This design comes from an exercise in tuning for small area on the open sky130 flow, not from production work.
The RTL was checked by simulation tests, not by an equivalence proof against the original design.

Design HDR_4f, start of the top module:
module HDR_4f
#(
  parameter  C_DATA_WIDTH              = 24
)
(
  input  wire                    reset       ,
  input  wire                    clk         ,
  input  wire                    data_in_VS  ,
  input  wire                    data_in_HS  ,
  input  wire                    data_in_DE  ,
  input  wire [C_DATA_WIDTH-1:0] data_in_B   ,
  input  wire [C_DATA_WIDTH-1:0] data_in_MH  ,
  input  wire [C_DATA_WIDTH-1:0] data_in_ML  ,
  input  wire [C_DATA_WIDTH-1:0] data_in_D   ,
  output wire                    data_out_VS ,
  output wire                    data_out_HS ,
  output wire                    data_out_DE ,
  output wire [C_DATA_WIDTH+5:0] data_out
) ;
  localparam TOTAL_DELAY = 40;
  localparam NCOMP       = 22;
  localparam NDLY        = TOTAL_DELAY - NCOMP;
  genvar gi;
  reg [TOTAL_DELAY-1:0] VS_d;
  reg [TOTAL_DELAY-1:0] HS_d;
  reg [TOTAL_DELAY-1:0] DE_d;
  reg [5:0]             rst_cnt;
  wire                  out_ok = rst_cnt[5] & rst_cnt[3];    
  always @(posedge clk)
  begin
    VS_d <= {VS_d[TOTAL_DELAY-2:0], data_in_VS};
    HS_d <= {HS_d[TOTAL_DELAY-2:0], data_in_HS};
    DE_d <= {DE_d[TOTAL_DELAY-2:0], data_in_DE};
  end
  always @(posedge clk or posedge reset)
  begin
    if (reset)
      rst_cnt <= 6'd0;
    else if (!out_ok)
      rst_cnt <= rst_cnt + 6'd1;
  end
  assign data_out_VS = VS_d[TOTAL_DELAY-1] | ~out_ok;
  assign data_out_HS = HS_d[TOTAL_DELAY-1] | ~out_ok;
  assign data_out_DE = DE_d[TOTAL_DELAY-1] &  out_ok;
  reg [95:0] ch_1;
  always @(posedge clk)
    ch_1 <= {data_in_B, data_in_MH, data_in_ML, data_in_D};
  wire [9:0]  s_B  = ch_1[95:88] + ch_1[87:80] + ch_1[79:72];
  wire [9:0]  s_MH = ch_1[71:64] + ch_1[63:56] + ch_1[55:48];
  wire [9:0]  s_ML = ch_1[47:40] + ch_1[39:32] + ch_1[31:24];
  wire [9:0]  s_D  = ch_1[23:16] + ch_1[15:8]  + ch_1[7:0];
  wire [7:0]  wl_B, wl_MH, wl_ML, wl_D;
  weight_lut u_lut_B  (.s(s_B ), .w(wl_B ));
  weight_lut u_lut_MH (.s(s_MH), .w(wl_MH));
  weight_lut u_lut_ML (.s(s_ML), .w(wl_ML));
  weight_lut u_lut_D  (.s(s_D ), .w(wl_D ));
  ...
==> flow/config.mk <==
export PLATFORM = sky130hd
export DESIGN_NAME = HDR_4f
export DESIGN_NICKNAME = HDR_4f
export VERILOG_FILES = /design/flow/design.v
export SDC_FILE = /design/flow/constraint.sdc
export NUM_CORES = 4
export LEC_CHECK = 0
export CAP_MARGIN = 20
export CORE_MARGIN = 2
export CORE_UTILIZATION = 40
export CTS_CLUSTER_DIAMETER = 80
export CTS_CLUSTER_SIZE = 26
export PLACE_DENSITY = 0.6
export SLEW_MARGIN = 20
export SYNTH_HIERARCHICAL = 1
export SYNTH_MINIMUM_KEEP_SIZE = 0
==> flow/constraint.sdc <==
create_clock -name core_clock -period 5.0 [get_ports {clk}]
set_input_delay 1.0000 -clock core_clock [delete_from_list [all_inputs] [get_ports {clk}]]
set_output_delay 1.0000 -clock core_clock [all_outputs]
set_load 0.01 [all_outputs]
run.sh (not shown) runs the stock make flow with config.mk's settings and CLKGATE_MAP_FILE= SYNTH_SCRIPT=/design/flow/synth_recipe.tcl, a recipe that flattens the netlist after the stock synthesis.
Change:
--- a/flow/design.v
+++ b/flow/design.v
@@ -847,21 +847,25 @@
       rst_cnt <= 6'd0;
     else if (!out_ok)
       rst_cnt <= rst_cnt + 6'd1;
   end
   assign data_out_VS = VS_d[TOTAL_DELAY-1] | ~out_ok;
   assign data_out_HS = HS_d[TOTAL_DELAY-1] | ~out_ok;
   assign data_out_DE = DE_d[TOTAL_DELAY-1] &  out_ok;
-  reg [95:0] ch_1;
+  wire [95:0] ch_in = {data_in_B, data_in_MH, data_in_ML, data_in_D};
+  reg  [95:0] ch_1;
+  reg  [9:0]  s_B, s_MH, s_ML, s_D;
   always @(posedge clk)
-    ch_1 <= {data_in_B, data_in_MH, data_in_ML, data_in_D};
-  wire [9:0]  s_B  = ch_1[95:88] + ch_1[87:80] + ch_1[79:72];
-  wire [9:0]  s_MH = ch_1[71:64] + ch_1[63:56] + ch_1[55:48];
-  wire [9:0]  s_ML = ch_1[47:40] + ch_1[39:32] + ch_1[31:24];
-  wire [9:0]  s_D  = ch_1[23:16] + ch_1[15:8]  + ch_1[7:0];
+  begin
+    ch_1 <= ch_in;
+    s_B  <= ch_in[95:88] + ch_in[87:80] + ch_in[79:72];
+    s_MH <= ch_in[71:64] + ch_in[63:56] + ch_in[55:48];
+    s_ML <= ch_in[47:40] + ch_in[39:32] + ch_in[31:24];
+    s_D  <= ch_in[23:16] + ch_in[15:8]  + ch_in[7:0];
+  end
   wire [7:0]  wl_B, wl_MH, wl_ML, wl_D;
   weight_lut u_lut_B  (.s(s_B ), .w(wl_B ));
   weight_lut u_lut_MH (.s(s_MH), .w(wl_MH));
   weight_lut u_lut_ML (.s(s_ML), .w(wl_ML));
   weight_lut u_lut_D  (.s(s_D ), .w(wl_D ));
   wire ts_n1, ts_n2;
   hdr_ha u_ts_ha3 (.a(s_B[0]), .b(s_MH[0]), .s(ts_n1), .co(ts_n2));
Effect:
- wire length rises slightly
- cell area drops slightly
- maximum frequency hardly moves
- die area is higher slightly
- sequential cell count came out higher by 40

==> separate check: timing with driven ports <==
In the flow no input, the clock included, has a driving cell. The finished layouts below were timed again as built, in two steps. Step 1 (the two cells are an assumption about what drives the block):
set clk [get_ports {clk}]
set_driving_cell -lib_cell sky130_fd_sc_hd__clkbuf_16 $clk
set_driving_cell -lib_cell sky130_fd_sc_hd__buf_2 [delete_from_list [all_inputs] $clk]
Step 2, shift: input delay + t, output delay - t, t = (earliest + latest rising clock arrival at the registers) / 2. This alone moves slack from input paths to output paths. Three values: ideal, step 1, step 2; two values: the first two.
run | shift t [ns] | setup WS [ns] | slew at the worst register clock pin (ns)
the first run | 0.891 | 0.129 / 0.129 / 0.129 | 0.11 / 0.11
the second run | 0.898 | 0.134 / 0.134 / 0.134 | 0.10 / 0.10
After both steps setup and hold are still met in every run listed.
